Background: an optimization exercise with open tools, aiming at small area. Do not read the settings as production practice.
Function was checked by simulation only, so behaviour that the tests miss may differ from the original.
The clock input has no modelled driver; a real chip could not lean on it and would need a root buffer or a full tree.
No activity file was given, so power comes from the tool's default toggle rates.

main:
Design MultTop_seq, start of the top module:
module MultTop_seq(input wire clk, input wire reset, input wire m_enable,
                   input wire [7:0] a, input wire [7:0] b,
                   output wire [3:0] an, output wire [7:0] seg);
==> module MultTop_seq, before the edit <==
module MultTop_seq(input wire clk, input wire reset, input wire m_enable,
                   input wire [7:0] a, input wire [7:0] b,
                   output wire [3:0] an, output wire [7:0] seg);
    reg  [3:0]  mc;
    reg         rv;       
    reg  [7:0]  ar;       
    reg  [15:0] p;        
    wire m_idle = (mc == 4'd0);
    wire m_done = (mc == 4'd5);
    wire m_first = (mc == 4'd1);
    wire [7:0] addend = ar & {8{p[0]}};
    wire [8:0] cy;
    wire [7:0] sm;
    assign cy[0] = 1'b0;
    genvar gi;
    generate for (gi = 0; gi < 8; gi = gi + 1) begin : rca
        assign sm[gi] = p[8+gi] ^ addend[gi] ^ cy[gi];
        assign cy[gi+1] = (p[8+gi] & addend[gi]) | (cy[gi] & (p[8+gi] ^ addend[gi]));
    end endgenerate
    wire [8:0] sum = {cy[8], sm};
    reg  [5:0]  cn;
    wire busy = cn[5];
    wire c_idle = ~busy;
    wire lastc = busy & (&cn[4:0]);
    wire cn_b = ~busy & cn[0];           
    wire cn_0 = ~busy & ~cn[1] & ~cn[0];
    reg  [15:0] cp;       
    reg  [15:0] l;        
    reg         cz;       
    wire diff = cz ? (p != 16'd0) : (p != cp);
    wire cp_load = m_idle & rv & diff & (c_idle | (m_enable & lastc));
    wire start = c_idle & rv & (m_first | diff);
    wire clr = reset | (busy & ~|cn[4:0]);
    wire sbit = cp[~cn[4:1]] & ~reset;
    wire [15:0] li = clr ? 16'd0 : l;
    function [3:0] add3(input [3:0] d);
        add3 = {d[3] | (d[2] & (d[1] | d[0])),
                (d[3] & d[0]) | (d[2] & ~d[1] & ~d[0]),
                (d[3] & ~d[0]) | (~d[2] & d[1]) | (d[1] & d[0]),
                (d[3] & ~d[0]) | (~d[3] & ~d[2] & d[0]) | (d[2] & d[1] & ~d[0])};
    endfunction
    wire [3:0] a_hi = add3(li[15:12]);
    wire [3:0] a_lo = add3(li[11:8]);
    wire [3:0] a_3 = add3(li[7:4]);
    wire cin = cn[0] ? sbit : a_3[3];
    wire [15:0] ln = {li[7:0], a_hi[2:0], a_lo[3], a_lo[2:0], cin};
    always @(posedge clk) begin
        if (reset) mc <= 4'd0;
        else if (m_idle) mc <= {3'd0, m_enable};
        else if (m_done) mc <= 4'd0;
        else mc <= {mc[2:0], mc[3] ^ mc[2] ^ ~|mc[2:0]};
    end
    always @(posedge clk) begin
        if (reset) rv <= 1'b0;
        else if (m_done) rv <= 1'b1;
        else if (m_first) rv <= 1'b0;
        else if (m_idle & m_enable) rv <= rv & diff & lastc;
    end
    always @(posedge clk) begin
        if (m_idle) begin
            ar <= a;
            if (m_enable) p <= {8'd0, b};
        end else if (!m_done) begin
            p <= {sum, p[7:1]};
        end
    end
    always @(posedge clk) begin
        if (reset) cn <= 6'd0;
        else if (c_idle) cn <= start ? 6'd32 : {4'd0, cn[0], 1'b0};
        else if (lastc) cn <= 6'd1;
        else cn <= cn + 6'd1;
    end
    always @(posedge clk) begin
        if (cp_load) cp <= p;
        if (reset) cz <= 1'b1;
        else if (cp_load) cz <= 1'b0;
    end
    always @(posedge clk) begin
        if (busy | reset) l <= ln;
    end
    reg [9:0] lo;
    reg [1:0] sel;
    reg       q;
    wire z9 = ~|lo[8:0];
    wire lend = lo[9] & z9;
    always @(posedge clk or posedge reset) begin
        if (reset) lo <= 10'd0;
        else lo <= {lo[8:0], lo[9] ^ lo[6] ^ z9};
    end
    wire sw = q | (lend & ~(&sel));
    wire [1:0] sel_n = reset ? 2'd0 : sel + {1'b0, sw};
    always @(posedge clk) begin
        sel <= sel_n;
        q <= lend & (&sel);
    end
    reg [3:0] d;
    reg [3:0] sv;
    wire cap0 = cn_0 & start;
    wire capm = cn_b | cap0;
    wire holdm = cn_b | (busy & (|cn[4:0]));
    wire [1:0] idx = sel + {1'b0, sw | capm};
    reg [3:0] mx;
    always @(*) begin
        case (idx)
            2'd0: mx = l[3:0];
            2'd1: mx = l[7:4];
            2'd2: mx = l[11:8];
            default: mx = l[15:12];
        endcase
    end
    always @(posedge clk) begin
        if (capm) sv <= mx;
        if (reset) d <= 4'd0;
        else if (holdm) begin
            if (sw) d <= sv;
        end else if (sw | ~cap0) d <= mx;
    end
    function [7:0] segdec(input [3:0] v);
        reg p7;
        begin
            p7 = ~v[1] & ~v[3] & (v[2] ^ v[0]);
            segdec = {p7,
                      v[2] & (v[1] ^ v[0]),
                      v[1] & ~v[2] & ~v[0],
                      p7 | (v[2] & v[1] & v[0]),
                      v[0] | (v[2] & ~v[1]),
                      ~v[3] & ((v[1] & v[0]) | (~v[2] & (v[1] | v[0]))),
                      ~v[3] & (v[2] ? (v[1] & v[0]) : ~v[1]),
                      ~(v[3] & (v[2] | v[1]))};
        end
    endfunction
    assign seg = segdec(d);
    assign an = ~(4'd1 << sel);
endmodule
clock: 10.0 ns
lec_check: 0
cap_margin: 20
core_margin: 2
core_utilization: 70
place_density: 0.85
slew_margin: 20
standard.sh (not shown) runs the stock make flow with config.mk's settings and CLKGATE_MAP_FILE= SYNTH_SCRIPT=/design/flow/synth_recipe.tcl, a recipe that flattens the netlist after the stock synthesis.
==> flow/flow/run.sh <==
#!/bin/bash
set -euo pipefail
W=$PWD
{ head -n 1 synth_recipe.tcl; cat flow/abc_override.tcl; tail -n +2 synth_recipe.tcl; } > my_synth.tcl
sed "s#SYNTH_SCRIPT=[^ ]*#SYNTH_SCRIPT=$W/my_synth.tcl#" standard.sh > my_standard.sh
grep -q "SYNTH_SCRIPT=$W/my_synth.tcl" my_standard.sh
export MY_ABC_SCRIPT=$W/flow/area.abc
export BUFFER_PORTS_ARGS="-buffer_cell sky130_fd_sc_hd__buf_1"
export PRE_CTS_TCL=$W/flow/pre_cts.tcl
export MY_NBUF=8
export MY_BUFCELL=sky130_fd_sc_hd__inv_4
export MY_ROOT=sky130_fd_sc_hd__inv_2
bash my_standard.sh > standard.log 2>&1
Other scripts of this flow, unchanged in this note and not shown: flow/flow/abc_override.tcl, flow/flow/area.abc, flow/flow/pre_cts.tcl
[inputs] the feature branch vs main
--- a/flow/design.v
+++ b/flow/design.v
@@ -28,4 +28,5 @@
     reg  [15:0] cp;       
     reg  [15:0] l;        
+    reg         lt;
     reg         cz;       
     wire diff = cz ? (p != 16'd0) : (p != cp);
@@ -78,5 +79,7 @@
     end
     always @(posedge clk) begin
-        if (busy | reset) l <= ln;
+        l[15:8] <= ln[15:8];
+        l[7:0] <= (busy | reset) ? ln[7:0] : l[15:8];
+        lt <= busy ? ~cn[0] : ~lt;
     end
     reg [9:0] lo;
@@ -100,5 +103,5 @@
     wire capm = cn_b | cap0;
     wire holdm = cn_b | (busy & (|cn[4:0]));
-    wire [1:0] idx = sel + {1'b0, sw | capm};
+    wire [1:0] idx = sel + {lt, sw | capm};
     reg [3:0] mx;
     always @(*) begin
[summary]
Cell area power density: the feature branch > main. In terms of sum of routed wire length over all layers, main and the feature branch differ only marginally. Compared the feature branch vs main, and post-synth net total is up in the feature branch. Share of the clock period used by the worst path after layout up 0.69 points in the feature branch wrt main. Taking main as the reference point, the met2 track demand over resource in global routing of the feature branch rises by 1.4 points. The feature branch vs main, worst path setup slack after routing went down by 0.069 ns. Status: power in sequential cells parity (main, the feature branch).
In every run of this note, the design's own scripts or RTL, not TritonCTS, make the clock network.

static timing again, ports no longer ideal:
No port has a modelled driver above. Below, the same layouts with a new extraction and two added sets of constraints.
Step 1, drivers: a clkbuf_16 drives clk and a buf_2 each remaining input, both assumed.
Step 2 also shifts input and output timing later by t, the mid clock arrival at the registers, as if the neighbouring blocks saw the same clock.
a / b / c = no drivers / after step 1 / after step 2; a / b = the first two.
| run | t, ns | slack for setup (ns) | worst setup path at the end |
|---|---|---|---|
| main | 0.367 | 5.812 / 5.812 / 5.812 | register to register |
| the feature branch | 0.373 | 5.743 / 5.743 / 5.743 | register to register |
After both steps setup and hold are still met in every run listed.
